What follows belongs to an exercise in optimizing a design on an open flow for small area and a short achievable clock period; a production flow would make more cautious choices. No functional check of the RTL was part of any run shown here. No run shown here takes its clock network from TritonCTS; it comes from the design's own scripts or RTL. No driver is modelled on the clock port, so clock power and skew are understated where the tree is cut down; a real chip needs a root buffer or a tree. Power and IR drop assume default switching activity.

`design/flow/standard.sh`:
```
#!/bin/bash
# synth_recipe.tcl (not shown) runs the flow's synth.tcl, then flattens the netlist and writes it again
# the make line also repeats each setting of config.mk as NAME=value (left out here)
make -C /OpenROAD-flow-scripts/flow DESIGN_CONFIG=/design/flow/config.mk WORK_HOME=/design/flow/orfs CLKGATE_MAP_FILE= SYNTH_SCRIPT=/design/flow/synth_recipe.tcl "${@:-finish}"
```
`design/flow/flow/downsize.tcl`:
```
# Start placement from the smallest drive of every combinational cell that
# synthesis sized up; the timing repair later in the flow sizes up again only
# the cells on paths that need it. Flip-flops are left as synthesis made them.
set db [ord::get_db]
set n 0
foreach inst [[ord::get_db_block] getInsts] {
  set m [[$inst getMaster] getName]
  if {[regexp {^(sky130_fd_sc_hd__([a-z0-9]+))_([0-9]+)$} $m -> base kind sz] && $sz > 1
      && ![string match df* $kind] && ![string match sdf* $kind] && ![string match dl* $kind]} {
    set nm [$db findMaster ${base}_1]
    if {$nm ne "NULL"} {
      $inst swapMaster $nm
      incr n
    }
  }
}
puts "downsize.tcl: $n cells set to drive strength 1"
```
`design/flow/config.mk`:
```
export PLATFORM = sky130hd
export DESIGN_NAME = alu_top
export DESIGN_NICKNAME = alu_top
export VERILOG_FILES = /design/flow/design.v
export SDC_FILE = /design/flow/constraint.sdc
export NUM_CORES = 4
export LEC_CHECK = 0
export CAP_MARGIN = 20
export CORE_MARGIN = 2
export CORE_UTILIZATION = 40
export SLEW_MARGIN = 20
export SYNTH_HIERARCHICAL = 1
```
`design/flow/design.v`:
```
module alu_top(clk, a, b, op, out, carry_out, over_flow, zero);
input clk;
input [31:0] a, b;
input [2:0] op;
output reg [31:0] out;
output reg carry_out, over_flow, zero;
reg [31:0] a_r, b_r;
reg [2:0] op_r;
wire [31:0] alu_out;
wire alu_carry_out, alu_over_flow, alu_zero;
ALU alu_core(a_r, b_r, op_r, alu_out, alu_carry_out, alu_over_flow, alu_zero);
always @(posedge clk) begin
	a_r <= a;
	b_r <= b;
	op_r <= op;
	out <= alu_out;
	carry_out <= alu_carry_out;
	over_flow <= alu_over_flow;
	zero <= alu_zero;
end
endmodule

module lf_andn(a, b, y);
input a, b;
output y;
assign y = ~a & b;
endmodule
module lf_aoi21(a, b, c, y);
input a, b, c;
output y;
assign y = ~((a & b) | c);
endmodule
module lf_inv(a, y);
input a;
output y;
assign y = ~a;
endmodule
module lf_mux2(s, a, b, y);
input s, a, b;
output y;
assign y = s ? b : a;
endmodule
module lf_mux2i(s, a, b, y);
input s, a, b;
output y;
assign y = ~(s ? b : a);
endmodule
module lf_nand2(a, b, y);
input a, b;
output y;
assign y = ~(a & b);
endmodule
module lf_nand4(a, b, c, d, y);
input a, b, c, d;
output y;
assign y = ~(a & b & c & d);
endmodule
module lf_nor2(a, b, y);
input a, b;
output y;
assign y = ~(a | b);
endmodule
module lf_nor4(a, b, c, d, y);
input a, b, c, d;
output y;
assign y = ~(a | b | c | d);
endmodule
module lf_oai21(a, b, c, y);
input a, b, c;
output y;
assign y = ~((a | b) & c);
endmodule
module lf_oai22(a, b, c, d, y);
input a, b, c, d;
output y;
assign y = ~((a | b) & (c | d));
endmodule
module lf_xnor2(a, b, y);
input a, b;
output y;
assign y = ~(a ^ b);
endmodule
module lf_xor2(a, b, y);
input a, b;
output y;
assign y = a ^ b;
endmodule
module ALU(a, b, addr, out, carry_out, over_flow, zero);
input [31:0] a, b;
input [2:0] addr;
output [31:0] out;
output carry_out, over_flow, zero;
wire op3 = (addr == 3'd3);
wire bi  = (addr == 3'd1) | op3;             
wire inv = (addr == 3'd5) | (addr == 3'd6);  
wire ci  = bi | inv;                         
wire cin_n = ~ci;
wire epn = (addr == 3'd3) | (addr == 3'd4) | (addr == 3'd5);  
wire egn = ~addr[2];                                           
wire ec  = (addr == 3'd0) | (addr == 3'd1);
wire ecn = ~ec;
wire q_1;
wire q_2;
wire q_3;
wire q_4;
wire q_5;
wire q_6;
wire q_7;
wire q_8;
wire q_9;
wire q_10;
wire q_11;
wire q_12;
wire q_13;
wire q_14;
wire q_15;
wire q_16;
wire q_17;
wire q_18;
wire q_19;
wire q_20;
wire q_21;
wire q_22;
wire q_23;
wire q_24;
wire q_25;
wire q_26;
wire q_27;
wire q_28;
wire q_29;
wire q_30;
wire q_31;
wire q_32;
wire bi_33;
wire bi_34;
wire bi_35;
wire bi_36;
wire pn_37;
wire pn_38;
wire pn_39;
wire pn_40;
wire pn_41;
wire pn_42;
wire pn_43;
wire pn_44;
wire pn_45;
wire pn_46;
wire pn_47;
wire pn_48;
wire pn_49;
wire pn_50;
wire pn_51;
wire pn_52;
wire pn_53;
wire pn_54;
wire pn_55;
wire pn_56;
wire pn_57;
wire pn_58;
wire pn_59;
wire pn_60;
wire pn_61;
wire pn_62;
wire pn_63;
wire pn_64;
wire pn_65;
wire pn_66;
wire pn_67;
wire pn_68;
wire gn_69;
wire gn_70;
wire gn_71;
wire gn_72;
wire gn_73;
wire gn_74;
wire gn_75;
wire gn_76;
wire gn_77;
wire gn_78;
wire gn_79;
wire gn_80;
wire gn_81;
wire gn_82;
wire gn_83;
wire gn_84;
wire gn_85;
wire gn_86;
wire gn_87;
wire gn_88;
wire gn_89;
wire gn_90;
wire gn_91;
wire gn_92;
wire gn_93;
wire gn_94;
wire gn_95;
wire gn_96;
wire gn_97;
wire gn_98;
wire gn_99;
wire gn_100;
wire G_101;
wire G_102;
wire G_103;
wire P_104;
wire G_105;
wire P_106;
wire G_107;
wire P_108;
wire G_109;
wire P_110;
wire G_111;
wire P_112;
wire G_113;
wire P_114;
wire G_115;
wire P_116;
wire G_117;
wire P_118;
wire G_119;
wire P_120;
wire G_121;
wire P_122;
wire G_123;
wire P_124;
wire G_125;
wire P_126;
wire G_127;
wire P_128;
wire G_129;
wire P_130;
wire G_131;
wire P_132;
wire G_133;
wire G_134;
wire P_135;
wire G_136;
wire P_137;
wire G_138;
wire P_139;
wire G_140;
wire P_141;
wire G_142;
wire P_143;
wire G_144;
wire P_145;
wire G_146;
wire P_147;
wire G_148;
wire G_149;
wire P_150;
wire G_151;
wire P_152;
wire G_153;
wire P_154;
wire G_155;
wire G_156;
wire P_157;
wire G_158;
wire i_159;
wire G_160;
wire i_161;
wire G_162;
wire G_163;
wire G_164;
wire i_165;
wire G_166;
wire G_167;
wire G_168;
wire i_169;
wire G_170;
wire G_171;
wire i_172;
wire G_173;
wire G_174;
wire i_175;
wire G_176;
wire G_177;
wire G_178;
wire i_179;
wire G_180;
wire G_181;
wire i_182;
wire G_183;
wire G_184;
wire G_185;
wire G_186;
wire i_187;
wire G_188;
wire G_189;
wire G_190;
wire G_191;
wire i_192;
wire G_193;
wire G_194;
wire L_195;
wire L_196;
wire kn_197;
wire M_198;
wire L_199;
wire k_200;
wire M_201;
wire L_202;
wire M_203;
wire L_204;
wire M_205;
wire L_206;
wire M_207;
wire L_208;
wire M_209;
wire L_210;
wire M_211;
wire L_212;
wire M_213;
wire L_214;
wire M_215;
wire L_216;
wire M_217;
wire L_218;
wire M_219;
wire L_220;
wire M_221;
wire L_222;
wire M_223;
wire L_224;
wire M_225;
wire L_226;
wire M_227;
wire L_228;
wire kn_229;
wire M_230;
wire L_231;
wire k_232;
wire M_233;
wire L_234;
wire M_235;
wire L_236;
wire M_237;
wire L_238;
wire M_239;
wire L_240;
wire M_241;
wire L_242;
wire M_243;
wire L_244;
wire M_245;
wire L_246;
wire M_247;
wire L_248;
wire M_249;
wire L_250;
wire M_251;
wire L_252;
wire M_253;
wire L_254;
wire M_255;
wire L_256;
wire M_257;
wire L_258;
wire M_259;
wire L_260;
wire M_261;
wire z_262;
wire z_263;
wire z_264;
wire z_265;
wire z_266;
wire z_267;
wire z_268;
wire z_269;
wire z_270;
wire z_271;
wire z_272;
wire z_273;
wire z_274;
wire z_275;
wire z_276;
wire z_277;
wire z_278;
wire z_279;
wire z_280;
wire z_281;
wire mb0;
wire c31 = G_194;
wire c32 = G_158;
wire p31 = ~pn_68;
wire k1 = (op3 & ~p31) | inv;
wire k0 = (op3 & p31) | inv;
wire m1 = (ec & ci) | k1;
wire m0 = (ec & ci) | k0;
assign carry_out = c32 ^ inv;
assign over_flow = c31 ^ c32;
  lf_xnor2 u0 (.a(a[0]), .b(b[0]), .y(q_1));
  lf_xnor2 u1 (.a(a[1]), .b(b[1]), .y(q_2));
  lf_xnor2 u2 (.a(a[2]), .b(b[2]), .y(q_3));
  lf_xnor2 u3 (.a(a[3]), .b(b[3]), .y(q_4));
  lf_xnor2 u4 (.a(a[4]), .b(b[4]), .y(q_5));
  lf_xnor2 u5 (.a(a[5]), .b(b[5]), .y(q_6));
  lf_xnor2 u6 (.a(a[6]), .b(b[6]), .y(q_7));
  lf_xnor2 u7 (.a(a[7]), .b(b[7]), .y(q_8));
  lf_xnor2 u8 (.a(a[8]), .b(b[8]), .y(q_9));
  lf_xnor2 u9 (.a(a[9]), .b(b[9]), .y(q_10));
  lf_xnor2 u10 (.a(a[10]), .b(b[10]), .y(q_11));
  lf_xnor2 u11 (.a(a[11]), .b(b[11]), .y(q_12));
  lf_xnor2 u12 (.a(a[12]), .b(b[12]), .y(q_13));
  lf_xnor2 u13 (.a(a[13]), .b(b[13]), .y(q_14));
  lf_xnor2 u14 (.a(a[14]), .b(b[14]), .y(q_15));
  lf_xnor2 u15 (.a(a[15]), .b(b[15]), .y(q_16));
  lf_xnor2 u16 (.a(a[16]), .b(b[16]), .y(q_17));
  lf_xnor2 u17 (.a(a[17]), .b(b[17]), .y(q_18));
  lf_xnor2 u18 (.a(a[18]), .b(b[18]), .y(q_19));
  lf_xnor2 u19 (.a(a[19]), .b(b[19]), .y(q_20));
  lf_xnor2 u20 (.a(a[20]), .b(b[20]), .y(q_21));
  lf_xnor2 u21 (.a(a[21]), .b(b[21]), .y(q_22));
  lf_xnor2 u22 (.a(a[22]), .b(b[22]), .y(q_23));
  lf_xnor2 u23 (.a(a[23]), .b(b[23]), .y(q_24));
  lf_xnor2 u24 (.a(a[24]), .b(b[24]), .y(q_25));
  lf_xnor2 u25 (.a(a[25]), .b(b[25]), .y(q_26));
  lf_xnor2 u26 (.a(a[26]), .b(b[26]), .y(q_27));
  lf_xnor2 u27 (.a(a[27]), .b(b[27]), .y(q_28));
  lf_xnor2 u28 (.a(a[28]), .b(b[28]), .y(q_29));
  lf_xnor2 u29 (.a(a[29]), .b(b[29]), .y(q_30));
  lf_xnor2 u30 (.a(a[30]), .b(b[30]), .y(q_31));
  lf_xnor2 u31 (.a(a[31]), .b(b[31]), .y(q_32));
  lf_andn u32 (.a(addr[2]), .b(addr[0]), .y(bi_33));
  lf_andn u33 (.a(addr[2]), .b(addr[0]), .y(bi_34));
  lf_andn u34 (.a(addr[2]), .b(addr[0]), .y(bi_35));
  lf_andn u35 (.a(addr[2]), .b(addr[0]), .y(bi_36));
  lf_xor2 u36 (.a(q_1), .b(bi_33), .y(pn_37));
  lf_xor2 u37 (.a(q_2), .b(bi_33), .y(pn_38));
  lf_xor2 u38 (.a(q_3), .b(bi_33), .y(pn_39));
  lf_xor2 u39 (.a(q_4), .b(bi_33), .y(pn_40));
  lf_xor2 u40 (.a(q_5), .b(bi_33), .y(pn_41));
  lf_xor2 u41 (.a(q_6), .b(bi_33), .y(pn_42));
  lf_xor2 u42 (.a(q_7), .b(bi_33), .y(pn_43));
  lf_xor2 u43 (.a(q_8), .b(bi_33), .y(pn_44));
  lf_xor2 u44 (.a(q_9), .b(bi_34), .y(pn_45));
  lf_xor2 u45 (.a(q_10), .b(bi_34), .y(pn_46));
  lf_xor2 u46 (.a(q_11), .b(bi_34), .y(pn_47));
  lf_xor2 u47 (.a(q_12), .b(bi_34), .y(pn_48));
  lf_xor2 u48 (.a(q_13), .b(bi_34), .y(pn_49));
  lf_xor2 u49 (.a(q_14), .b(bi_34), .y(pn_50));
  lf_xor2 u50 (.a(q_15), .b(bi_34), .y(pn_51));
  lf_xor2 u51 (.a(q_16), .b(bi_34), .y(pn_52));
  lf_xor2 u52 (.a(q_17), .b(bi_35), .y(pn_53));
  lf_xor2 u53 (.a(q_18), .b(bi_35), .y(pn_54));
  lf_xor2 u54 (.a(q_19), .b(bi_35), .y(pn_55));
  lf_xor2 u55 (.a(q_20), .b(bi_35), .y(pn_56));
  lf_xor2 u56 (.a(q_21), .b(bi_35), .y(pn_57));
  lf_xor2 u57 (.a(q_22), .b(bi_35), .y(pn_58));
  lf_xor2 u58 (.a(q_23), .b(bi_35), .y(pn_59));
  lf_xor2 u59 (.a(q_24), .b(bi_35), .y(pn_60));
  lf_xor2 u60 (.a(q_25), .b(bi_36), .y(pn_61));
  lf_xor2 u61 (.a(q_26), .b(bi_36), .y(pn_62));
  lf_xor2 u62 (.a(q_27), .b(bi_36), .y(pn_63));
  lf_xor2 u63 (.a(q_28), .b(bi_36), .y(pn_64));
  lf_xor2 u64 (.a(q_29), .b(bi_36), .y(pn_65));
  lf_xor2 u65 (.a(q_30), .b(bi_36), .y(pn_66));
  lf_xor2 u66 (.a(q_31), .b(bi_36), .y(pn_67));
  lf_xor2 u67 (.a(q_32), .b(bi_36), .y(pn_68));
  lf_nand2 u68 (.a(a[0]), .b(pn_37), .y(gn_69));
  lf_nand2 u69 (.a(a[1]), .b(pn_38), .y(gn_70));
  lf_nand2 u70 (.a(a[2]), .b(pn_39), .y(gn_71));
  lf_nand2 u71 (.a(a[3]), .b(pn_40), .y(gn_72));
  lf_nand2 u72 (.a(a[4]), .b(pn_41), .y(gn_73));
  lf_nand2 u73 (.a(a[5]), .b(pn_42), .y(gn_74));
  lf_nand2 u74 (.a(a[6]), .b(pn_43), .y(gn_75));
  lf_nand2 u75 (.a(a[7]), .b(pn_44), .y(gn_76));
  lf_nand2 u76 (.a(a[8]), .b(pn_45), .y(gn_77));
  lf_nand2 u77 (.a(a[9]), .b(pn_46), .y(gn_78));
  lf_nand2 u78 (.a(a[10]), .b(pn_47), .y(gn_79));
  lf_nand2 u79 (.a(a[11]), .b(pn_48), .y(gn_80));
  lf_nand2 u80 (.a(a[12]), .b(pn_49), .y(gn_81));
  lf_nand2 u81 (.a(a[13]), .b(pn_50), .y(gn_82));
  lf_nand2 u82 (.a(a[14]), .b(pn_51), .y(gn_83));
  lf_nand2 u83 (.a(a[15]), .b(pn_52), .y(gn_84));
  lf_nand2 u84 (.a(a[16]), .b(pn_53), .y(gn_85));
  lf_nand2 u85 (.a(a[17]), .b(pn_54), .y(gn_86));
  lf_nand2 u86 (.a(a[18]), .b(pn_55), .y(gn_87));
  lf_nand2 u87 (.a(a[19]), .b(pn_56), .y(gn_88));
  lf_nand2 u88 (.a(a[20]), .b(pn_57), .y(gn_89));
  lf_nand2 u89 (.a(a[21]), .b(pn_58), .y(gn_90));
  lf_nand2 u90 (.a(a[22]), .b(pn_59), .y(gn_91));
  lf_nand2 u91 (.a(a[23]), .b(pn_60), .y(gn_92));
  lf_nand2 u92 (.a(a[24]), .b(pn_61), .y(gn_93));
  lf_nand2 u93 (.a(a[25]), .b(pn_62), .y(gn_94));
  lf_nand2 u94 (.a(a[26]), .b(pn_63), .y(gn_95));
  lf_nand2 u95 (.a(a[27]), .b(pn_64), .y(gn_96));
  lf_nand2 u96 (.a(a[28]), .b(pn_65), .y(gn_97));
  lf_nand2 u97 (.a(a[29]), .b(pn_66), .y(gn_98));
  lf_nand2 u98 (.a(a[30]), .b(pn_67), .y(gn_99));
  lf_nand2 u99 (.a(a[31]), .b(pn_68), .y(gn_100));
  lf_mux2i u100 (.s(pn_37), .a(ci), .b(a[0]), .y(G_101));
  lf_oai21 u101 (.a(pn_38), .b(G_101), .c(gn_70), .y(G_102));
  lf_oai21 u102 (.a(pn_40), .b(gn_71), .c(gn_72), .y(G_103));
  lf_nor2 u103 (.a(pn_40), .b(pn_39), .y(P_104));
  lf_oai21 u104 (.a(pn_42), .b(gn_73), .c(gn_74), .y(G_105));
  lf_nor2 u105 (.a(pn_42), .b(pn_41), .y(P_106));
  lf_oai21 u106 (.a(pn_44), .b(gn_75), .c(gn_76), .y(G_107));
  lf_nor2 u107 (.a(pn_44), .b(pn_43), .y(P_108));
  lf_oai21 u108 (.a(pn_46), .b(gn_77), .c(gn_78), .y(G_109));
  lf_nor2 u109 (.a(pn_46), .b(pn_45), .y(P_110));
  lf_oai21 u110 (.a(pn_48), .b(gn_79), .c(gn_80), .y(G_111));
  lf_nor2 u111 (.a(pn_48), .b(pn_47), .y(P_112));
  lf_oai21 u112 (.a(pn_50), .b(gn_81), .c(gn_82), .y(G_113));
  lf_nor2 u113 (.a(pn_50), .b(pn_49), .y(P_114));
  lf_oai21 u114 (.a(pn_52), .b(gn_83), .c(gn_84), .y(G_115));
  lf_nor2 u115 (.a(pn_52), .b(pn_51), .y(P_116));
  lf_oai21 u116 (.a(pn_54), .b(gn_85), .c(gn_86), .y(G_117));
  lf_nor2 u117 (.a(pn_54), .b(pn_53), .y(P_118));
  lf_oai21 u118 (.a(pn_56), .b(gn_87), .c(gn_88), .y(G_119));
  lf_nor2 u119 (.a(pn_56), .b(pn_55), .y(P_120));
  lf_oai21 u120 (.a(pn_58), .b(gn_89), .c(gn_90), .y(G_121));
  lf_nor2 u121 (.a(pn_58), .b(pn_57), .y(P_122));
  lf_oai21 u122 (.a(pn_60), .b(gn_91), .c(gn_92), .y(G_123));
  lf_nor2 u123 (.a(pn_60), .b(pn_59), .y(P_124));
  lf_oai21 u124 (.a(pn_62), .b(gn_93), .c(gn_94), .y(G_125));
  lf_nor2 u125 (.a(pn_62), .b(pn_61), .y(P_126));
  lf_oai21 u126 (.a(pn_64), .b(gn_95), .c(gn_96), .y(G_127));
  lf_nor2 u127 (.a(pn_64), .b(pn_63), .y(P_128));
  lf_oai21 u128 (.a(pn_66), .b(gn_97), .c(gn_98), .y(G_129));
  lf_nor2 u129 (.a(pn_66), .b(pn_65), .y(P_130));
  lf_oai21 u130 (.a(pn_68), .b(gn_99), .c(gn_100), .y(G_131));
  lf_nor2 u131 (.a(pn_68), .b(pn_67), .y(P_132));
  lf_aoi21 u132 (.a(P_104), .b(G_102), .c(G_103), .y(G_133));
  lf_aoi21 u133 (.a(P_108), .b(G_105), .c(G_107), .y(G_134));
  lf_nand2 u134 (.a(P_108), .b(P_106), .y(P_135));
  lf_aoi21 u135 (.a(P_112), .b(G_109), .c(G_111), .y(G_136));
  lf_nand2 u136 (.a(P_112), .b(P_110), .y(P_137));
  lf_aoi21 u137 (.a(P_116), .b(G_113), .c(G_115), .y(G_138));
  lf_nand2 u138 (.a(P_116), .b(P_114), .y(P_139));
  lf_aoi21 u139 (.a(P_120), .b(G_117), .c(G_119), .y(G_140));
  lf_nand2 u140 (.a(P_120), .b(P_118), .y(P_141));
  lf_aoi21 u141 (.a(P_124), .b(G_121), .c(G_123), .y(G_142));
  lf_nand2 u142 (.a(P_124), .b(P_122), .y(P_143));
  lf_aoi21 u143 (.a(P_128), .b(G_125), .c(G_127), .y(G_144));
  lf_nand2 u144 (.a(P_128), .b(P_126), .y(P_145));
  lf_aoi21 u145 (.a(P_132), .b(G_129), .c(G_131), .y(G_146));
  lf_nand2 u146 (.a(P_132), .b(P_130), .y(P_147));
  lf_oai21 u147 (.a(P_135), .b(G_133), .c(G_134), .y(G_148));
  lf_oai21 u148 (.a(P_139), .b(G_136), .c(G_138), .y(G_149));
  lf_nor2 u149 (.a(P_139), .b(P_137), .y(P_150));
  lf_oai21 u150 (.a(P_143), .b(G_140), .c(G_142), .y(G_151));
  lf_nor2 u151 (.a(P_143), .b(P_141), .y(P_152));
  lf_oai21 u152 (.a(P_147), .b(G_144), .c(G_146), .y(G_153));
  lf_nor2 u153 (.a(P_147), .b(P_145), .y(P_154));
  lf_aoi21 u154 (.a(P_150), .b(G_148), .c(G_149), .y(G_155));
  lf_aoi21 u155 (.a(P_154), .b(G_151), .c(G_153), .y(G_156));
  lf_nand2 u156 (.a(P_154), .b(P_152), .y(P_157));
  lf_oai21 u157 (.a(P_157), .b(G_155), .c(G_156), .y(G_158));
  lf_inv u158 (.a(G_155), .y(i_159));
  lf_aoi21 u159 (.a(P_152), .b(i_159), .c(G_151), .y(G_160));
  lf_inv u160 (.a(G_148), .y(i_161));
  lf_oai21 u161 (.a(P_137), .b(i_161), .c(G_136), .y(G_162));
  lf_oai21 u162 (.a(P_141), .b(G_155), .c(G_140), .y(G_163));
  lf_oai21 u163 (.a(P_145), .b(G_160), .c(G_144), .y(G_164));
  lf_inv u164 (.a(G_133), .y(i_165));
  lf_aoi21 u165 (.a(P_106), .b(i_165), .c(G_105), .y(G_166));
  lf_aoi21 u166 (.a(P_110), .b(G_148), .c(G_109), .y(G_167));
  lf_aoi21 u167 (.a(P_114), .b(G_162), .c(G_113), .y(G_168));
  lf_inv u168 (.a(G_155), .y(i_169));
  lf_aoi21 u169 (.a(P_118), .b(i_169), .c(G_117), .y(G_170));
  lf_aoi21 u170 (.a(P_122), .b(G_163), .c(G_121), .y(G_171));
  lf_inv u171 (.a(G_160), .y(i_172));
  lf_aoi21 u172 (.a(P_126), .b(i_172), .c(G_125), .y(G_173));
  lf_aoi21 u173 (.a(P_130), .b(G_164), .c(G_129), .y(G_174));
  lf_inv u174 (.a(G_102), .y(i_175));
  lf_oai21 u175 (.a(pn_39), .b(i_175), .c(gn_71), .y(G_176));
  lf_oai21 u176 (.a(pn_41), .b(G_133), .c(gn_73), .y(G_177));
  lf_oai21 u177 (.a(pn_43), .b(G_166), .c(gn_75), .y(G_178));
  lf_inv u178 (.a(G_148), .y(i_179));
  lf_oai21 u179 (.a(pn_45), .b(i_179), .c(gn_77), .y(G_180));
  lf_oai21 u180 (.a(pn_47), .b(G_167), .c(gn_79), .y(G_181));
  lf_inv u181 (.a(G_162), .y(i_182));
  lf_oai21 u182 (.a(pn_49), .b(i_182), .c(gn_81), .y(G_183));
  lf_oai21 u183 (.a(pn_51), .b(G_168), .c(gn_83), .y(G_184));
  lf_oai21 u184 (.a(pn_53), .b(G_155), .c(gn_85), .y(G_185));
  lf_oai21 u185 (.a(pn_55), .b(G_170), .c(gn_87), .y(G_186));
  lf_inv u186 (.a(G_163), .y(i_187));
  lf_oai21 u187 (.a(pn_57), .b(i_187), .c(gn_89), .y(G_188));
  lf_oai21 u188 (.a(pn_59), .b(G_171), .c(gn_91), .y(G_189));
  lf_oai21 u189 (.a(pn_61), .b(G_160), .c(gn_93), .y(G_190));
  lf_oai21 u190 (.a(pn_63), .b(G_173), .c(gn_95), .y(G_191));
  lf_inv u191 (.a(G_164), .y(i_192));
  lf_oai21 u192 (.a(pn_65), .b(i_192), .c(gn_97), .y(G_193));
  lf_oai21 u193 (.a(pn_67), .b(G_174), .c(gn_99), .y(G_194));
  lf_oai22 u194 (.a(pn_37), .b(epn), .c(gn_69), .d(egn), .y(L_195));
  lf_xor2 u195 (.a(L_195), .b(mb0), .y(out[0]));
  lf_oai22 u196 (.a(pn_38), .b(epn), .c(gn_70), .d(egn), .y(L_196));
  lf_mux2i u197 (.s(G_158), .a(k0), .b(k1), .y(kn_197));
  lf_oai21 u198 (.a(G_101), .b(ecn), .c(kn_197), .y(M_198));
  lf_xor2 u199 (.a(L_196), .b(M_198), .y(out[1]));
  lf_oai22 u200 (.a(pn_39), .b(epn), .c(gn_71), .d(egn), .y(L_199));
  lf_mux2 u201 (.s(G_158), .a(k0), .b(k1), .y(k_200));
  lf_aoi21 u202 (.a(G_102), .b(ec), .c(k_200), .y(M_201));
  lf_xnor2 u203 (.a(L_199), .b(M_201), .y(out[2]));
  lf_oai22 u204 (.a(pn_40), .b(epn), .c(gn_72), .d(egn), .y(L_202));
  lf_aoi21 u205 (.a(G_176), .b(ec), .c(k_200), .y(M_203));
  lf_xnor2 u206 (.a(L_202), .b(M_203), .y(out[3]));
  lf_oai22 u207 (.a(pn_41), .b(epn), .c(gn_73), .d(egn), .y(L_204));
  lf_oai21 u208 (.a(G_133), .b(ecn), .c(kn_197), .y(M_205));
  lf_xor2 u209 (.a(L_204), .b(M_205), .y(out[4]));
  lf_oai22 u210 (.a(pn_42), .b(epn), .c(gn_74), .d(egn), .y(L_206));
  lf_aoi21 u211 (.a(G_177), .b(ec), .c(k_200), .y(M_207));
  lf_xnor2 u212 (.a(L_206), .b(M_207), .y(out[5]));
  lf_oai22 u213 (.a(pn_43), .b(epn), .c(gn_75), .d(egn), .y(L_208));
  lf_oai21 u214 (.a(G_166), .b(ecn), .c(kn_197), .y(M_209));
  lf_xor2 u215 (.a(L_208), .b(M_209), .y(out[6]));
  lf_oai22 u216 (.a(pn_44), .b(epn), .c(gn_76), .d(egn), .y(L_210));
  lf_aoi21 u217 (.a(G_178), .b(ec), .c(k_200), .y(M_211));
  lf_xnor2 u218 (.a(L_210), .b(M_211), .y(out[7]));
  lf_oai22 u219 (.a(pn_45), .b(epn), .c(gn_77), .d(egn), .y(L_212));
  lf_aoi21 u220 (.a(G_148), .b(ec), .c(k_200), .y(M_213));
  lf_xnor2 u221 (.a(L_212), .b(M_213), .y(out[8]));
  lf_oai22 u222 (.a(pn_46), .b(epn), .c(gn_78), .d(egn), .y(L_214));
  lf_aoi21 u223 (.a(G_180), .b(ec), .c(k_200), .y(M_215));
  lf_xnor2 u224 (.a(L_214), .b(M_215), .y(out[9]));
  lf_oai22 u225 (.a(pn_47), .b(epn), .c(gn_79), .d(egn), .y(L_216));
  lf_oai21 u226 (.a(G_167), .b(ecn), .c(kn_197), .y(M_217));
  lf_xor2 u227 (.a(L_216), .b(M_217), .y(out[10]));
  lf_oai22 u228 (.a(pn_48), .b(epn), .c(gn_80), .d(egn), .y(L_218));
  lf_aoi21 u229 (.a(G_181), .b(ec), .c(k_200), .y(M_219));
  lf_xnor2 u230 (.a(L_218), .b(M_219), .y(out[11]));
  lf_oai22 u231 (.a(pn_49), .b(epn), .c(gn_81), .d(egn), .y(L_220));
  lf_aoi21 u232 (.a(G_162), .b(ec), .c(k_200), .y(M_221));
  lf_xnor2 u233 (.a(L_220), .b(M_221), .y(out[12]));
  lf_oai22 u234 (.a(pn_50), .b(epn), .c(gn_82), .d(egn), .y(L_222));
  lf_aoi21 u235 (.a(G_183), .b(ec), .c(k_200), .y(M_223));
  lf_xnor2 u236 (.a(L_222), .b(M_223), .y(out[13]));
  lf_oai22 u237 (.a(pn_51), .b(epn), .c(gn_83), .d(egn), .y(L_224));
  lf_oai21 u238 (.a(G_168), .b(ecn), .c(kn_197), .y(M_225));
  lf_xor2 u239 (.a(L_224), .b(M_225), .y(out[14]));
  lf_oai22 u240 (.a(pn_52), .b(epn), .c(gn_84), .d(egn), .y(L_226));
  lf_aoi21 u241 (.a(G_184), .b(ec), .c(k_200), .y(M_227));
  lf_xnor2 u242 (.a(L_226), .b(M_227), .y(out[15]));
  lf_oai22 u243 (.a(pn_53), .b(epn), .c(gn_85), .d(egn), .y(L_228));
  lf_mux2i u244 (.s(G_158), .a(k0), .b(k1), .y(kn_229));
  lf_oai21 u245 (.a(G_155), .b(ecn), .c(kn_229), .y(M_230));
  lf_xor2 u246 (.a(L_228), .b(M_230), .y(out[16]));
  lf_oai22 u247 (.a(pn_54), .b(epn), .c(gn_86), .d(egn), .y(L_231));
  lf_mux2 u248 (.s(G_158), .a(k0), .b(k1), .y(k_232));
  lf_aoi21 u249 (.a(G_185), .b(ec), .c(k_232), .y(M_233));
  lf_xnor2 u250 (.a(L_231), .b(M_233), .y(out[17]));
  lf_oai22 u251 (.a(pn_55), .b(epn), .c(gn_87), .d(egn), .y(L_234));
  lf_oai21 u252 (.a(G_170), .b(ecn), .c(kn_229), .y(M_235));
  lf_xor2 u253 (.a(L_234), .b(M_235), .y(out[18]));
  lf_oai22 u254 (.a(pn_56), .b(epn), .c(gn_88), .d(egn), .y(L_236));
  lf_aoi21 u255 (.a(G_186), .b(ec), .c(k_232), .y(M_237));
  lf_xnor2 u256 (.a(L_236), .b(M_237), .y(out[19]));
  lf_oai22 u257 (.a(pn_57), .b(epn), .c(gn_89), .d(egn), .y(L_238));
  lf_aoi21 u258 (.a(G_163), .b(ec), .c(k_232), .y(M_239));
  lf_xnor2 u259 (.a(L_238), .b(M_239), .y(out[20]));
  lf_oai22 u260 (.a(pn_58), .b(epn), .c(gn_90), .d(egn), .y(L_240));
  lf_aoi21 u261 (.a(G_188), .b(ec), .c(k_232), .y(M_241));
  lf_xnor2 u262 (.a(L_240), .b(M_241), .y(out[21]));
  lf_oai22 u263 (.a(pn_59), .b(epn), .c(gn_91), .d(egn), .y(L_242));
  lf_oai21 u264 (.a(G_171), .b(ecn), .c(kn_229), .y(M_243));
  lf_xor2 u265 (.a(L_242), .b(M_243), .y(out[22]));
  lf_oai22 u266 (.a(pn_60), .b(epn), .c(gn_92), .d(egn), .y(L_244));
  lf_aoi21 u267 (.a(G_189), .b(ec), .c(k_232), .y(M_245));
  lf_xnor2 u268 (.a(L_244), .b(M_245), .y(out[23]));
  lf_oai22 u269 (.a(pn_61), .b(epn), .c(gn_93), .d(egn), .y(L_246));
  lf_oai21 u270 (.a(G_160), .b(ecn), .c(kn_229), .y(M_247));
  lf_xor2 u271 (.a(L_246), .b(M_247), .y(out[24]));
  lf_oai22 u272 (.a(pn_62), .b(epn), .c(gn_94), .d(egn), .y(L_248));
  lf_aoi21 u273 (.a(G_190), .b(ec), .c(k_232), .y(M_249));
  lf_xnor2 u274 (.a(L_248), .b(M_249), .y(out[25]));
  lf_oai22 u275 (.a(pn_63), .b(epn), .c(gn_95), .d(egn), .y(L_250));
  lf_oai21 u276 (.a(G_173), .b(ecn), .c(kn_229), .y(M_251));
  lf_xor2 u277 (.a(L_250), .b(M_251), .y(out[26]));
  lf_oai22 u278 (.a(pn_64), .b(epn), .c(gn_96), .d(egn), .y(L_252));
  lf_aoi21 u279 (.a(G_191), .b(ec), .c(k_232), .y(M_253));
  lf_xnor2 u280 (.a(L_252), .b(M_253), .y(out[27]));
  lf_oai22 u281 (.a(pn_65), .b(epn), .c(gn_97), .d(egn), .y(L_254));
  lf_aoi21 u282 (.a(G_164), .b(ec), .c(k_232), .y(M_255));
  lf_xnor2 u283 (.a(L_254), .b(M_255), .y(out[28]));
  lf_oai22 u284 (.a(pn_66), .b(epn), .c(gn_98), .d(egn), .y(L_256));
  lf_aoi21 u285 (.a(G_193), .b(ec), .c(k_232), .y(M_257));
  lf_xnor2 u286 (.a(L_256), .b(M_257), .y(out[29]));
  lf_oai22 u287 (.a(pn_67), .b(epn), .c(gn_99), .d(egn), .y(L_258));
  lf_oai21 u288 (.a(G_174), .b(ecn), .c(kn_229), .y(M_259));
  lf_xor2 u289 (.a(L_258), .b(M_259), .y(out[30]));
  lf_oai22 u290 (.a(pn_68), .b(epn), .c(gn_100), .d(egn), .y(L_260));
  lf_aoi21 u291 (.a(G_194), .b(ec), .c(k_232), .y(M_261));
  lf_xnor2 u292 (.a(L_260), .b(M_261), .y(out[31]));
  lf_nor2 u293 (.a(out[0]), .b(out[1]), .y(z_262));
  lf_nor2 u294 (.a(out[2]), .b(out[3]), .y(z_263));
  lf_nor2 u295 (.a(out[4]), .b(out[5]), .y(z_264));
  lf_nor2 u296 (.a(out[6]), .b(out[7]), .y(z_265));
  lf_nor2 u297 (.a(out[8]), .b(out[9]), .y(z_266));
  lf_nor2 u298 (.a(out[10]), .b(out[11]), .y(z_267));
  lf_nor2 u299 (.a(out[12]), .b(out[13]), .y(z_268));
  lf_nor2 u300 (.a(out[14]), .b(out[15]), .y(z_269));
  lf_nor2 u301 (.a(out[16]), .b(out[17]), .y(z_270));
  lf_nor2 u302 (.a(out[18]), .b(out[19]), .y(z_271));
  lf_nor2 u303 (.a(out[20]), .b(out[21]), .y(z_272));
  lf_nor2 u304 (.a(out[22]), .b(out[23]), .y(z_273));
  lf_nor2 u305 (.a(out[24]), .b(out[25]), .y(z_274));
  lf_nor2 u306 (.a(out[26]), .b(out[27]), .y(z_275));
  lf_nor2 u307 (.a(out[28]), .b(out[29]), .y(z_276));
  lf_nor2 u308 (.a(out[30]), .b(out[31]), .y(z_277));
  lf_nand4 u309 (.a(z_262), .b(z_263), .c(z_264), .d(z_265), .y(z_278));
  lf_nand4 u310 (.a(z_266), .b(z_267), .c(z_268), .d(z_269), .y(z_279));
  lf_nand4 u311 (.a(z_270), .b(z_271), .c(z_272), .d(z_273), .y(z_280));
  lf_nand4 u312 (.a(z_274), .b(z_275), .c(z_276), .d(z_277), .y(z_281));
  lf_nor4 u313 (.a(z_278), .b(z_279), .c(z_280), .d(z_281), .y(zero));
lf_mux2 um (.s(c32), .a(m0), .b(m1), .y(mb0));   
endmodule
```
`design/flow/constraint.sdc`:
```
create_clock -name core_clock -period 14.5 [get_ports {clk}]
set_input_delay 2.9000 -clock core_clock [delete_from_list [all_inputs] [get_ports {clk}]]
set_output_delay 2.9000 -clock core_clock [all_outputs]
set_load 0.01 [all_outputs]
```
`design/flow/flow/run.sh`:
```
#!/bin/bash
# The standard layout (standard.sh) with these changes to how it is made:
#  - the port buffers are sky130 buf_1 rather than the resizer's default pick;
#  - before floorplanning every combinational cell is set to drive strength 1
#    (flow/downsize.tcl), so only the resizer's timing repair sizes cells up;
#  - the timing repair aims at a setup slack margin of SETUP_MARGIN ns;
#  - the clock port drives MCTS_K buffers that each drive the flip-flops of
#    one region (flow/cts_hook.tcl), instead of TritonCTS's two-level tree.
# Each tool's output goes to ORFS's own per-step logs under orfs/logs; make's
# output goes to standard.log.
export BUFFER_PORTS_ARGS="-buffer_cell sky130_fd_sc_hd__buf_1"
export SETUP_SLACK_MARGIN=${SETUP_MARGIN:-10.8}
export PRE_FLOORPLAN_TCL=$PWD/flow/downsize.tcl
export MCTS_K=${MCTS_K:-4}
export MCTS_CELL=${MCTS_CELL:-sky130_fd_sc_hd__buf_12}
export PRE_CTS_TCL=$PWD/flow/cts_hook.tcl
bash standard.sh > standard.log 2>&1
```
`design/flow/flow/cts_hook.tcl`:
```
# Clock distribution with one level of buffers: the clock port drives
# K buffer cells, each driving the flip-flops of one region of the
# core (the flip-flops split into K groups of equal size by position).
proc manual_cts {K {cell sky130_fd_sc_hd__clkbuf_16}} {
  set block [ord::get_db_block]
  set clknet [$block findNet clk]
  set master [[ord::get_db] findMaster $cell]
  set sinks {}
  foreach it [$clknet getITerms] {
    set inst [$it getInst]
    set xy [$inst getLocation]
    lappend sinks [list $it [lindex $xy 0] [lindex $xy 1]]
  }
  # split along the longer side of the sinks' bounding box
  set xs [lsort -integer [lmap s $sinks {lindex $s 1}]]
  set ys [lsort -integer [lmap s $sinks {lindex $s 2}]]
  set idx [expr {([lindex $xs end] - [lindex $xs 0]) >= ([lindex $ys end] - [lindex $ys 0]) ? 1 : 2}]
  set sinks [lsort -integer -index $idx $sinks]
  set n [llength $sinks]
  for {set g 0} {$g < $K} {incr g} {
    set lo [expr {$g * $n / $K}]
    set hi [expr {($g + 1) * $n / $K - 1}]
    set grp [lrange $sinks $lo $hi]
    set inst [odb::dbInst_create $block $master "clkbuf_m_$g"]
    set net [odb::dbNet_create $block "clk_m_$g"]
    $net setSigType CLOCK
    [$inst findITerm A] connect $clknet
    [$inst findITerm X] connect $net
    set sx 0; set sy 0
    foreach s $grp {
      set it [lindex $s 0]
      $it disconnect
      $it connect $net
      incr sx [lindex $s 1]; incr sy [lindex $s 2]
    }
    set m [llength $grp]
    $inst setLocation [expr {$sx / $m}] [expr {$sy / $m}]
    $inst setPlacementStatus PLACED
  }
}

# Used as the PRE_CTS hook of the standard flow: build the one-level clock
# distribution here, then let cts.tcl go on (detailed placement, timing
# repair) with TritonCTS's own tree building turned into a no-op.
manual_cts $::env(MCTS_K) $::env(MCTS_CELL)
set_propagated_clock [all_clocks]
rename clock_tree_synthesis tritoncts_clock_tree_synthesis
proc clock_tree_synthesis {args} {
  puts "cts_hook.tcl: clock_tree_synthesis skipped (one-level clock buffers built in the PRE_CTS hook)"
}
```
==> qor.txt, run 1 <==
CRITICAL PATH
---------------------------------------------------------------------------------
Cell family contributing the most delay on the critical path .......   flip-flops
Standard cell with the maximum stage delay on the critical path ....      dfxtp_1
Worst setup path class ............................................. flop to output port
Worst path cell trace ..............................................        buf_1
Endpoint arrival time on the critical path .........................      0.64 ns
Crit Path Max Fanout ...............................................            1
Worst setup SP type ................................................         flop
Critical Path End Type .............................................  output port
Data required time of the worst path ...............................     11.60 ns
Buf+Inv Stages, Crit Path ..........................................            1
Crit-path max cell delay ...........................................      0.34 ns

DRT
---------------------------------------------------------------------------------
Length of the first detailed-routing pass in iterations ............            4
Antenna-violating nets left ........................................            0
DRC Markers ........................................................            0
Routed wire length per instance ....................................     13.36 µm
Vias/cell ..........................................................        4.786
Aggregate routed wire length .......................................      9221 µm
Iteration-0 DRC Markers ............................................          110
Total vias in the final route ......................................         3302

STA
---------------------------------------------------------------------------------
Worst hold slack across all endpoints ..............................    0.6580 ns
Count of final setup violators .....................................            0
Setup TNS ..........................................................         0 ns
Final period utilization ...........................................       24.40%
Count of pins over their slew limit ................................            0
Clock period minus final worst setup slack .........................     3.539 ns
Rel. slew slack ....................................................       39.31%
Transition time of the tightest slew-check pin .....................    0.9026 ns
Unrepaired setup endpoints after global routing ....................        false
Worst Setup Slack, final ...........................................     10.96 ns
Max Clock Freq .....................................................   0.2826 GHz
Final clock skew ...................................................  0.007773 ns
Final hold violation count .........................................            0

FLOORPLANNING
---------------------------------------------------------------------------------
Die extent in y ....................................................     105.0 µm
Die area ...........................................................    11020 µm²
Count of pins on the block boundary ................................          103
Placeable core area ................................................     9819 µm²
Horizontal extent of the die .......................................     105.0 µm
Num rows ...........................................................           36
Initial cell density of the core ...................................       41.54%

FINISH
---------------------------------------------------------------------------------
Fraction of final layout cells sized beyond drive strength 1 .......       9.156%
Total number of nets in the final design ...........................          627
Filler cells .......................................................          988
Post-route design area .............................................     5077 µm²
Total inserted antenna cells .......................................            0

GLOBAL ROUTING
---------------------------------------------------------------------------------
Pin count of the biggest net entering global routing ...............           34
Tot GR Track Use ...................................................       15.60%
Grt ovf ............................................................            0
Initial antenna violation count ....................................            0
Wire length of the first global-routing pass .......................     14750 µm
Number of global-route vias before repair ..........................         3152

POWER
---------------------------------------------------------------------------------
Power density over cell area ....................................... 138.5 nW/µm²
Total chip power ...................................................     703.3 µW
Static Leakage .....................................................     1.949 nW
VDD IR-drop max .................................................... 0.00005822 V

SYNTH
---------------------------------------------------------------------------------
Net count after synthesis ..........................................          505
Synthesis warning total ............................................            7
Gate count after technology mapping ................................          437

CLOCK NETWORK
---------------------------------------------------------------------------------
Count of hold-fix buffers inserted at cts ..........................            0
Clock slew seen by the registers of the worst setup and hold paths .      0.10 ns
Clk Latency, worst-skew pair .......................................      0.14 ns

OUTCOME
---------------------------------------------------------------------------------
Result of the run .................................................. finished clean

PLACEMENT
---------------------------------------------------------------------------------
Hpwl dp ............................................................      6674 µm
Area after detailed placement ......................................     4646 µm²
GP Congestion ......................................................       0.8066
Number of port buffers .............................................          102
Worst setup timing slack at the placement stage ....................     9.699 ns

MIN PATH
---------------------------------------------------------------------------------
Worst min path class ............................................... flop to flop

FLOW RUN
---------------------------------------------------------------------------------
Maximum Capacitance Violations .....................................            0

## area by class of cell
| class | instances | area [µm²] | area share, % |
|---|---|---|---|
| multi-input cells | 323 | 2222 | 43.77 |
| plain buffers | 4 | 80.08 | 1.577 |
| inverters | 12 | 45.04 | 0.8871 |
| flip-flops and latches | 102 | 2049 | 40.36 |
| well taps | 133 | 166.4 | 3.277 |
| repair buffers | 116 | 514.2 | 10.13 |
## what timing repair did
| action | 4_1_cts | 5_1_grt |
|---|---|---|
| setup endpoints to repair | 34 | 1 |
| buffers inserted | 4 | 8 |
| cloned | 0 | 1 |
| pin swaps | 1 | 4 |
| gates resized for setup | 19 | 27 |
## metrics by stage
stage | utilization (%) | cells
after global placement | 47.31 | 673
after detailed placement | 47.31 | 673
after global routing | 51.71 | 690
after floorplan | - | 437
after CTS | 49.20 | 681
final | 51.71 | 690
## cells in the final DEF, fill, tap and decap left out, drive strengths merged, types with 2 or more instances in the layout
cell / n
a21o: 2
a21oi: 38
buf: 119
dfxtp: 102
inv: 12
mux2: 4
mux2i: 4
nand2: 44
nand4: 4
nor2: 35
nor2b: 4
o21ai: 52
o22ai: 32
xnor2: 54
xor2: 46
## flip-flops by register name, indices dropped and copies added, names as in the netlist
register and cells:
over_flow 1, carry_out 1, a_r 32, out 32
op_r 3, b_r 32, zero 1
## report_power, final
group	total [mW]	leakage, nW	internal, mW	switching [mW]
sequential	0.347	0.861	0.328	0.0182
combinational	0.242	1.05	0.0964	0.146
clock	0.115	0.0376	0.0450	0.0698
total	0.703	1.95	0.470	0.234
## routing by layer
metal	vias to the layer above	routed length [µm]	GRT usage, %
met1	1488	4363	21.69
met2	83	4316	27.32
li1	1722	-	-
met3	9	408	1.248
met5	-	0	0
met4	0	132	1.619
## path summary, 6_finish.rpt
path                   startpoint                end  slack, ns  depth (start not counted)
setup / recovery     zero$_DFF_P_               zero      10.96                          1
hold / removal    op_r[2]$_DFF_P_  carry_out$_DFF_P_       0.66                          2
setup reg to reg  op_r[0]$_DFF_P_       zero$_DFF_P_      11.03                         16
hold reg to reg   op_r[2]$_DFF_P_  carry_out$_DFF_P_       0.66                          2
==> run 2, diff against run 1 <==
--- a/design/flow/design.v
+++ b/design/flow/design.v
@@ -327,10 +327,10 @@
 wire L_226;
 wire M_227;
 wire L_228;
-wire kn_229;
-wire M_230;
-wire L_231;
-wire k_232;
+wire M_229;
+wire L_230;
+wire M_231;
+wire L_232;
 wire M_233;
 wire L_234;
 wire M_235;
@@ -358,8 +358,8 @@
 wire M_257;
 wire L_258;
 wire M_259;
-wire L_260;
-wire M_261;
+wire z_260;
+wire z_261;
 wire z_262;
 wire z_263;
 wire z_264;
@@ -378,8 +378,6 @@
 wire z_277;
 wire z_278;
 wire z_279;
-wire z_280;
-wire z_281;
 wire mb0;
 wire c31 = G_194;
 wire c32 = G_158;
@@ -634,75 +632,73 @@
   lf_aoi21 u241 (.a(G_184), .b(ec), .c(k_200), .y(M_227));
   lf_xnor2 u242 (.a(L_226), .b(M_227), .y(out[15]));
   lf_oai22 u243 (.a(pn_53), .b(epn), .c(gn_85), .d(egn), .y(L_228));
-  lf_mux2i u244 (.s(G_158), .a(k0), .b(k1), .y(kn_229));
-  lf_oai21 u245 (.a(G_155), .b(ecn), .c(kn_229), .y(M_230));
-  lf_xor2 u246 (.a(L_228), .b(M_230), .y(out[16]));
-  lf_oai22 u247 (.a(pn_54), .b(epn), .c(gn_86), .d(egn), .y(L_231));
-  lf_mux2 u248 (.s(G_158), .a(k0), .b(k1), .y(k_232));
-  lf_aoi21 u249 (.a(G_185), .b(ec), .c(k_232), .y(M_233));
-  lf_xnor2 u250 (.a(L_231), .b(M_233), .y(out[17]));
-  lf_oai22 u251 (.a(pn_55), .b(epn), .c(gn_87), .d(egn), .y(L_234));
-  lf_oai21 u252 (.a(G_170), .b(ecn), .c(kn_229), .y(M_235));
-  lf_xor2 u253 (.a(L_234), .b(M_235), .y(out[18]));
-  lf_oai22 u254 (.a(pn_56), .b(epn), .c(gn_88), .d(egn), .y(L_236));
-  lf_aoi21 u255 (.a(G_186), .b(ec), .c(k_232), .y(M_237));
-  lf_xnor2 u256 (.a(L_236), .b(M_237), .y(out[19]));
-  lf_oai22 u257 (.a(pn_57), .b(epn), .c(gn_89), .d(egn), .y(L_238));
-  lf_aoi21 u258 (.a(G_163), .b(ec), .c(k_232), .y(M_239));
-  lf_xnor2 u259 (.a(L_238), .b(M_239), .y(out[20]));
-  lf_oai22 u260 (.a(pn_58), .b(epn), .c(gn_90), .d(egn), .y(L_240));
-  lf_aoi21 u261 (.a(G_188), .b(ec), .c(k_232), .y(M_241));
-  lf_xnor2 u262 (.a(L_240), .b(M_241), .y(out[21]));
-  lf_oai22 u263 (.a(pn_59), .b(epn), .c(gn_91), .d(egn), .y(L_242));
-  lf_oai21 u264 (.a(G_171), .b(ecn), .c(kn_229), .y(M_243));
-  lf_xor2 u265 (.a(L_242), .b(M_243), .y(out[22]));
-  lf_oai22 u266 (.a(pn_60), .b(epn), .c(gn_92), .d(egn), .y(L_244));
-  lf_aoi21 u267 (.a(G_189), .b(ec), .c(k_232), .y(M_245));
-  lf_xnor2 u268 (.a(L_244), .b(M_245), .y(out[23]));
-  lf_oai22 u269 (.a(pn_61), .b(epn), .c(gn_93), .d(egn), .y(L_246));
-  lf_oai21 u270 (.a(G_160), .b(ecn), .c(kn_229), .y(M_247));
-  lf_xor2 u271 (.a(L_246), .b(M_247), .y(out[24]));
-  lf_oai22 u272 (.a(pn_62), .b(epn), .c(gn_94), .d(egn), .y(L_248));
-  lf_aoi21 u273 (.a(G_190), .b(ec), .c(k_232), .y(M_249));
-  lf_xnor2 u274 (.a(L_248), .b(M_249), .y(out[25]));
-  lf_oai22 u275 (.a(pn_63), .b(epn), .c(gn_95), .d(egn), .y(L_250));
-  lf_oai21 u276 (.a(G_173), .b(ecn), .c(kn_229), .y(M_251));
-  lf_xor2 u277 (.a(L_250), .b(M_251), .y(out[26]));
-  lf_oai22 u278 (.a(pn_64), .b(epn), .c(gn_96), .d(egn), .y(L_252));
-  lf_aoi21 u279 (.a(G_191), .b(ec), .c(k_232), .y(M_253));
-  lf_xnor2 u280 (.a(L_252), .b(M_253), .y(out[27]));
-  lf_oai22 u281 (.a(pn_65), .b(epn), .c(gn_97), .d(egn), .y(L_254));
-  lf_aoi21 u282 (.a(G_164), .b(ec), .c(k_232), .y(M_255));
-  lf_xnor2 u283 (.a(L_254), .b(M_255), .y(out[28]));
-  lf_oai22 u284 (.a(pn_66), .b(epn), .c(gn_98), .d(egn), .y(L_256));
-  lf_aoi21 u285 (.a(G_193), .b(ec), .c(k_232), .y(M_257));
-  lf_xnor2 u286 (.a(L_256), .b(M_257), .y(out[29]));
-  lf_oai22 u287 (.a(pn_67), .b(epn), .c(gn_99), .d(egn), .y(L_258));
-  lf_oai21 u288 (.a(G_174), .b(ecn), .c(kn_229), .y(M_259));
-  lf_xor2 u289 (.a(L_258), .b(M_259), .y(out[30]));
-  lf_oai22 u290 (.a(pn_68), .b(epn), .c(gn_100), .d(egn), .y(L_260));
-  lf_aoi21 u291 (.a(G_194), .b(ec), .c(k_232), .y(M_261));
-  lf_xnor2 u292 (.a(L_260), .b(M_261), .y(out[31]));
-  lf_nor2 u293 (.a(out[0]), .b(out[1]), .y(z_262));
-  lf_nor2 u294 (.a(out[2]), .b(out[3]), .y(z_263));
-  lf_nor2 u295 (.a(out[4]), .b(out[5]), .y(z_264));
-  lf_nor2 u296 (.a(out[6]), .b(out[7]), .y(z_265));
-  lf_nor2 u297 (.a(out[8]), .b(out[9]), .y(z_266));
-  lf_nor2 u298 (.a(out[10]), .b(out[11]), .y(z_267));
-  lf_nor2 u299 (.a(out[12]), .b(out[13]), .y(z_268));
-  lf_nor2 u300 (.a(out[14]), .b(out[15]), .y(z_269));
-  lf_nor2 u301 (.a(out[16]), .b(out[17]), .y(z_270));
-  lf_nor2 u302 (.a(out[18]), .b(out[19]), .y(z_271));
-  lf_nor2 u303 (.a(out[20]), .b(out[21]), .y(z_272));
-  lf_nor2 u304 (.a(out[22]), .b(out[23]), .y(z_273));
-  lf_nor2 u305 (.a(out[24]), .b(out[25]), .y(z_274));
-  lf_nor2 u306 (.a(out[26]), .b(out[27]), .y(z_275));
-  lf_nor2 u307 (.a(out[28]), .b(out[29]), .y(z_276));
-  lf_nor2 u308 (.a(out[30]), .b(out[31]), .y(z_277));
-  lf_nand4 u309 (.a(z_262), .b(z_263), .c(z_264), .d(z_265), .y(z_278));
-  lf_nand4 u310 (.a(z_266), .b(z_267), .c(z_268), .d(z_269), .y(z_279));
-  lf_nand4 u311 (.a(z_270), .b(z_271), .c(z_272), .d(z_273), .y(z_280));
-  lf_nand4 u312 (.a(z_274), .b(z_275), .c(z_276), .d(z_277), .y(z_281));
-  lf_nor4 u313 (.a(z_278), .b(z_279), .c(z_280), .d(z_281), .y(zero));
+  lf_oai21 u244 (.a(G_155), .b(ecn), .c(kn_197), .y(M_229));
+  lf_xor2 u245 (.a(L_228), .b(M_229), .y(out[16]));
+  lf_oai22 u246 (.a(pn_54), .b(epn), .c(gn_86), .d(egn), .y(L_230));
+  lf_aoi21 u247 (.a(G_185), .b(ec), .c(k_200), .y(M_231));
+  lf_xnor2 u248 (.a(L_230), .b(M_231), .y(out[17]));
+  lf_oai22 u249 (.a(pn_55), .b(epn), .c(gn_87), .d(egn), .y(L_232));
+  lf_oai21 u250 (.a(G_170), .b(ecn), .c(kn_197), .y(M_233));
+  lf_xor2 u251 (.a(L_232), .b(M_233), .y(out[18]));
+  lf_oai22 u252 (.a(pn_56), .b(epn), .c(gn_88), .d(egn), .y(L_234));
+  lf_aoi21 u253 (.a(G_186), .b(ec), .c(k_200), .y(M_235));
+  lf_xnor2 u254 (.a(L_234), .b(M_235), .y(out[19]));
+  lf_oai22 u255 (.a(pn_57), .b(epn), .c(gn_89), .d(egn), .y(L_236));
+  lf_aoi21 u256 (.a(G_163), .b(ec), .c(k_200), .y(M_237));
+  lf_xnor2 u257 (.a(L_236), .b(M_237), .y(out[20]));
+  lf_oai22 u258 (.a(pn_58), .b(epn), .c(gn_90), .d(egn), .y(L_238));
+  lf_aoi21 u259 (.a(G_188), .b(ec), .c(k_200), .y(M_239));
+  lf_xnor2 u260 (.a(L_238), .b(M_239), .y(out[21]));
+  lf_oai22 u261 (.a(pn_59), .b(epn), .c(gn_91), .d(egn), .y(L_240));
+  lf_oai21 u262 (.a(G_171), .b(ecn), .c(kn_197), .y(M_241));
+  lf_xor2 u263 (.a(L_240), .b(M_241), .y(out[22]));
+  lf_oai22 u264 (.a(pn_60), .b(epn), .c(gn_92), .d(egn), .y(L_242));
+  lf_aoi21 u265 (.a(G_189), .b(ec), .c(k_200), .y(M_243));
+  lf_xnor2 u266 (.a(L_242), .b(M_243), .y(out[23]));
+  lf_oai22 u267 (.a(pn_61), .b(epn), .c(gn_93), .d(egn), .y(L_244));
+  lf_oai21 u268 (.a(G_160), .b(ecn), .c(kn_197), .y(M_245));
+  lf_xor2 u269 (.a(L_244), .b(M_245), .y(out[24]));
+  lf_oai22 u270 (.a(pn_62), .b(epn), .c(gn_94), .d(egn), .y(L_246));
+  lf_aoi21 u271 (.a(G_190), .b(ec), .c(k_200), .y(M_247));
+  lf_xnor2 u272 (.a(L_246), .b(M_247), .y(out[25]));
+  lf_oai22 u273 (.a(pn_63), .b(epn), .c(gn_95), .d(egn), .y(L_248));
+  lf_oai21 u274 (.a(G_173), .b(ecn), .c(kn_197), .y(M_249));
+  lf_xor2 u275 (.a(L_248), .b(M_249), .y(out[26]));
+  lf_oai22 u276 (.a(pn_64), .b(epn), .c(gn_96), .d(egn), .y(L_250));
+  lf_aoi21 u277 (.a(G_191), .b(ec), .c(k_200), .y(M_251));
+  lf_xnor2 u278 (.a(L_250), .b(M_251), .y(out[27]));
+  lf_oai22 u279 (.a(pn_65), .b(epn), .c(gn_97), .d(egn), .y(L_252));
+  lf_aoi21 u280 (.a(G_164), .b(ec), .c(k_200), .y(M_253));
+  lf_xnor2 u281 (.a(L_252), .b(M_253), .y(out[28]));
+  lf_oai22 u282 (.a(pn_66), .b(epn), .c(gn_98), .d(egn), .y(L_254));
+  lf_aoi21 u283 (.a(G_193), .b(ec), .c(k_200), .y(M_255));
+  lf_xnor2 u284 (.a(L_254), .b(M_255), .y(out[29]));
+  lf_oai22 u285 (.a(pn_67), .b(epn), .c(gn_99), .d(egn), .y(L_256));
+  lf_oai21 u286 (.a(G_174), .b(ecn), .c(kn_197), .y(M_257));
+  lf_xor2 u287 (.a(L_256), .b(M_257), .y(out[30]));
+  lf_oai22 u288 (.a(pn_68), .b(epn), .c(gn_100), .d(egn), .y(L_258));
+  lf_aoi21 u289 (.a(G_194), .b(ec), .c(k_200), .y(M_259));
+  lf_xnor2 u290 (.a(L_258), .b(M_259), .y(out[31]));
+  lf_nor2 u291 (.a(out[0]), .b(out[1]), .y(z_260));
+  lf_nor2 u292 (.a(out[2]), .b(out[3]), .y(z_261));
+  lf_nor2 u293 (.a(out[4]), .b(out[5]), .y(z_262));
+  lf_nor2 u294 (.a(out[6]), .b(out[7]), .y(z_263));
+  lf_nor2 u295 (.a(out[8]), .b(out[9]), .y(z_264));
+  lf_nor2 u296 (.a(out[10]), .b(out[11]), .y(z_265));
+  lf_nor2 u297 (.a(out[12]), .b(out[13]), .y(z_266));
+  lf_nor2 u298 (.a(out[14]), .b(out[15]), .y(z_267));
+  lf_nor2 u299 (.a(out[16]), .b(out[17]), .y(z_268));
+  lf_nor2 u300 (.a(out[18]), .b(out[19]), .y(z_269));
+  lf_nor2 u301 (.a(out[20]), .b(out[21]), .y(z_270));
+  lf_nor2 u302 (.a(out[22]), .b(out[23]), .y(z_271));
+  lf_nor2 u303 (.a(out[24]), .b(out[25]), .y(z_272));
+  lf_nor2 u304 (.a(out[26]), .b(out[27]), .y(z_273));
+  lf_nor2 u305 (.a(out[28]), .b(out[29]), .y(z_274));
+  lf_nor2 u306 (.a(out[30]), .b(out[31]), .y(z_275));
+  lf_nand4 u307 (.a(z_260), .b(z_261), .c(z_262), .d(z_263), .y(z_276));
+  lf_nand4 u308 (.a(z_264), .b(z_265), .c(z_266), .d(z_267), .y(z_277));
+  lf_nand4 u309 (.a(z_268), .b(z_269), .c(z_270), .d(z_271), .y(z_278));
+  lf_nand4 u310 (.a(z_272), .b(z_273), .c(z_274), .d(z_275), .y(z_279));
+  lf_nor4 u311 (.a(z_276), .b(z_277), .c(z_278), .d(z_279), .y(zero));
 lf_mux2 um (.s(c32), .a(m0), .b(m1), .y(mb0));   
 endmodule
==> run 2 against run 1 <==
Sequential cell count unchanged. Largest power group unchanged. Synthesized cell count shrank 0.46%. Critical path depth did not move. Register-to-register slack worse by 0.04 ns. Power barely moved. Die area decreased by 0.50%. Core utilization increased by 0.32 points. Still clean on timing, DRC and antenna. Worst setup slack worse by 0.033 ns. Largest cell class unchanged. Via count is 2.8% higher. Highest routed layer unchanged. First-iteration DRC count rose by 12%. Clock skew grew 0.00082 ns. Worst hold slack gained 0.015 ns.
==> qor.txt, run 2 <==
CLOCK NETWORK
---------------------------------------------------------------------------------
Clk Latency, worst-skew pair .......................................      0.13 ns   about the same
Clock slew seen by the registers of the worst setup and hold paths .      0.10 ns   about the same
Count of hold-fix buffers inserted at cts ..........................            0   unchanged

STA
---------------------------------------------------------------------------------
Unrepaired setup endpoints after global routing ....................        false
Final hold violation count .........................................            0   unchanged
Transition time of the tightest slew-check pin .....................    0.9455 ns   +0.04289 ns
Final clock skew ...................................................  0.008595 ns   +0.0008226 ns
Rel. slew slack ....................................................       35.72%   -3.6 points
Count of final setup violators .....................................            0   unchanged
Worst Setup Slack, final ...........................................     10.93 ns   -0.03340 ns
Count of pins over their slew limit ................................            0   unchanged
Clock period minus final worst setup slack .........................     3.572 ns   +0.03340 ns
Final period utilization ...........................................       24.63%   +0.23 points
Max Clock Freq .....................................................   0.2800 GHz   -0.93%
Worst hold slack across all endpoints ..............................    0.6729 ns   +0.01487 ns
Setup TNS ..........................................................         0 ns   unchanged

FINISH
---------------------------------------------------------------------------------
Commonest cells after routing, fill and taps aside ................. buf_1, dfxtp_1, xnor2_1
Commonest non-fill, non-tap cell in the layout .....................        buf_1
Fraction of final layout cells sized beyond drive strength 1 .......       10.09%   +0.93 points
Registers with the most flip-flops ................................. a_r: 32 flops, b_r: 32 flops, out: 32 flops
Filler cells .......................................................          991   +0.30%
Final Instance Count excl. Fillers .................................          698   +1.2%
Core Util, Final ...................................................       52.03%   +0.32 points
Post-route design area .............................................     5109 µm²   +0.62%
Total inserted antenna cells .......................................            0   unchanged
Total number of nets in the final design ...........................          635   +1.3%

CRITICAL PATH
---------------------------------------------------------------------------------
Critical Path End Type .............................................  output port
Data required time of the worst path ...............................     11.60 ns   about the same
Crit Path Max Fanout ...............................................            1   unchanged
Standard cell with the maximum stage delay on the critical path ....      dfxtp_1
Cell family contributing the most delay on the critical path .......   flip-flops
R2R Path Start ..................................................... op_r[0]$_DFF_P_
Crit-path max cell delay ...........................................      0.36 ns   +0.02 ns
Worst setup SP type ................................................         flop
Worst path cell trace ..............................................        buf_1
Worst R2R Path Depth ...............................................           18   +2
Setup slack of the most critical reg-to-reg path ...................     10.99 ns   -0.04 ns
Buf+Inv Stages, Crit Path ..........................................            1   unchanged
Endpoint arrival time on the critical path .........................      0.67 ns   +0.03 ns
Worst flop-to-flop path endpoint ................................... zero$_DFF_P_
Worst setup path class ............................................. flop to output port
Crit. Startpoint ................................................... zero$_DFF_P_

OUTCOME
---------------------------------------------------------------------------------
Result of the run .................................................. finished clean

SYNTH
---------------------------------------------------------------------------------
Gate count after technology mapping ................................          435   -0.46%
Net count after synthesis ..........................................          503   -0.40%
Synthesis warning total ............................................            7   unchanged

FLOORPLANNING
---------------------------------------------------------------------------------
Num rows ...........................................................           36   unchanged
Count of pins on the block boundary ................................          103   unchanged
Die extent in y ....................................................     104.7 µm   -0.25%
Horizontal extent of the die .......................................     104.7 µm   -0.25%
Die area ...........................................................    10970 µm²   -0.50%
Initial cell density of the core ...................................       41.32%   -0.22 points
Placeable core area ................................................     9819 µm²   unchanged

DRT
---------------------------------------------------------------------------------
Antenna-violating nets left ........................................            0   unchanged
Aggregate routed wire length .......................................      9298 µm   +0.84%
Routed wire length per instance ....................................     13.32 µm   -0.32%
Iteration-0 DRC Markers ............................................          123   +12%
Vias/cell ..........................................................        4.861   +1.6%
Total vias in the final route ......................................         3393   +2.8%
DRC Markers ........................................................            0   unchanged
Length of the first detailed-routing pass in iterations ............            4   unchanged

GLOBAL ROUTING
---------------------------------------------------------------------------------
Pin count of the biggest net entering global routing ...............           34   unchanged
Tot GR Track Use ...................................................       16.05%   +0.44 points
Number of global-route vias before repair ..........................         3288   +4.3%
Wire length of the first global-routing pass .......................     14990 µm   +1.6%
Initial antenna violation count ....................................            0   unchanged
Grt ovf ............................................................            0   unchanged

PLACEMENT
---------------------------------------------------------------------------------
Area after detailed placement ......................................     4624 µm²   -0.46%
Hpwl dp ............................................................      6654 µm   -0.30%
Post-placement cell count ..........................................          671   -0.30%
Worst setup timing slack at the placement stage ....................     9.636 ns   -0.06304 ns
GP Congestion ......................................................       0.8337   +3.4%
Number of port buffers .............................................          102   unchanged

POWER
---------------------------------------------------------------------------------
VDD IR-drop max .................................................... 0.00006000 V   +3.1%
Power density over cell area ....................................... 137.6 nW/µm²   -0.67%
Total chip power ...................................................     702.9 µW   about the same
Static Leakage .....................................................     1.985 nW   +1.8%

MIN PATH
---------------------------------------------------------------------------------
Worst min path class ............................................... flop to flop
Worst hold path startpoint ......................................... a_r[29]$_DFF_P_
Number of cells on the worst hold path .............................            3   +1
Terminating pin of the worst hold path ............................. out[29]$_DFF_P_

FLOW RUN
---------------------------------------------------------------------------------
Maximum Capacitance Violations .....................................            0   unchanged

-- run 2: worst max-delay path by stage --
stage	end	slack [ns]	cells past startpoint
detailed placement	zero$_DFF_P_	9.64	14
CTS	zero$_DFF_P_	10.80	15
global placement	zero$_DFF_P_	9.82	14
finish	zero	10.93	1
floorplan	zero$_DFF_P_	10.83	14
global route	zero$_DFF_P_	10.74	18
-- run 2: what timing repair did --
action / in CTS / in global routing
pin swaps: 1 / 2
resized for setup: 17 / 21
cloned: 0 / 1
buffers inserted: 3 / 19
setup endpoints to repair: 34 / 1
-- run 2: layout make-up --
| cell class | instances | area (µm²) | share of cell area (%) |
|---|---|---|---|
| well taps | 133 | 166.4 | 3.257 |
| inverters | 12 | 45.04 | 0.8817 |
| flip-flops and latches | 102 | 2049 | 40.12 |
| multi-input cells | 321 | 2167 | 42.42 |
| repair buffers | 126 | 600.6 | 11.76 |
| plain buffers | 4 | 80.08 | 1.567 |
-- run 2: routing by layer --
metal / vias up / track usage [%] / part of all wire (%)
met5: - / 0 / 0
met4: 0 / 2.000 / 1.2
met3: 10 / 1.185 / 4.4
met2: 101 / 28.06 / 47
met1: 1543 / 22.36 / 48
li1: 1739 / - / -
-- run 2: where the power goes --
part | switching (mW) | internal [mW]
Combinational | 0.148 | 0.0961
Sequential | 0.0184 | 0.328
Clock | 0.0672 | 0.0450

separate check: timing with driven ports:
No port has a modelled driver above. Below, the same layouts with a new extraction and two added sets of constraints. Step 1 assumes that a clkbuf_16 drives the clock port and a buf_2 every other input. Step 2 times the ports against the registers' clock, not the clock port: input delays grow and output delays shrink by t, the midpoint of the rising clock arrivals with the driver on. a / b / c = ideal / step 1 / step 2; a / b = the first two.
run | t (ns) | slack for setup (ns) | pins driven straight from the clock port
run 1 | 0.208 | 10.961 / 10.886 / 11.033 | 4
run 2 | 0.208 | 10.928 / 10.851 / 10.994 | 4
After both steps setup and hold are still met in every run listed.
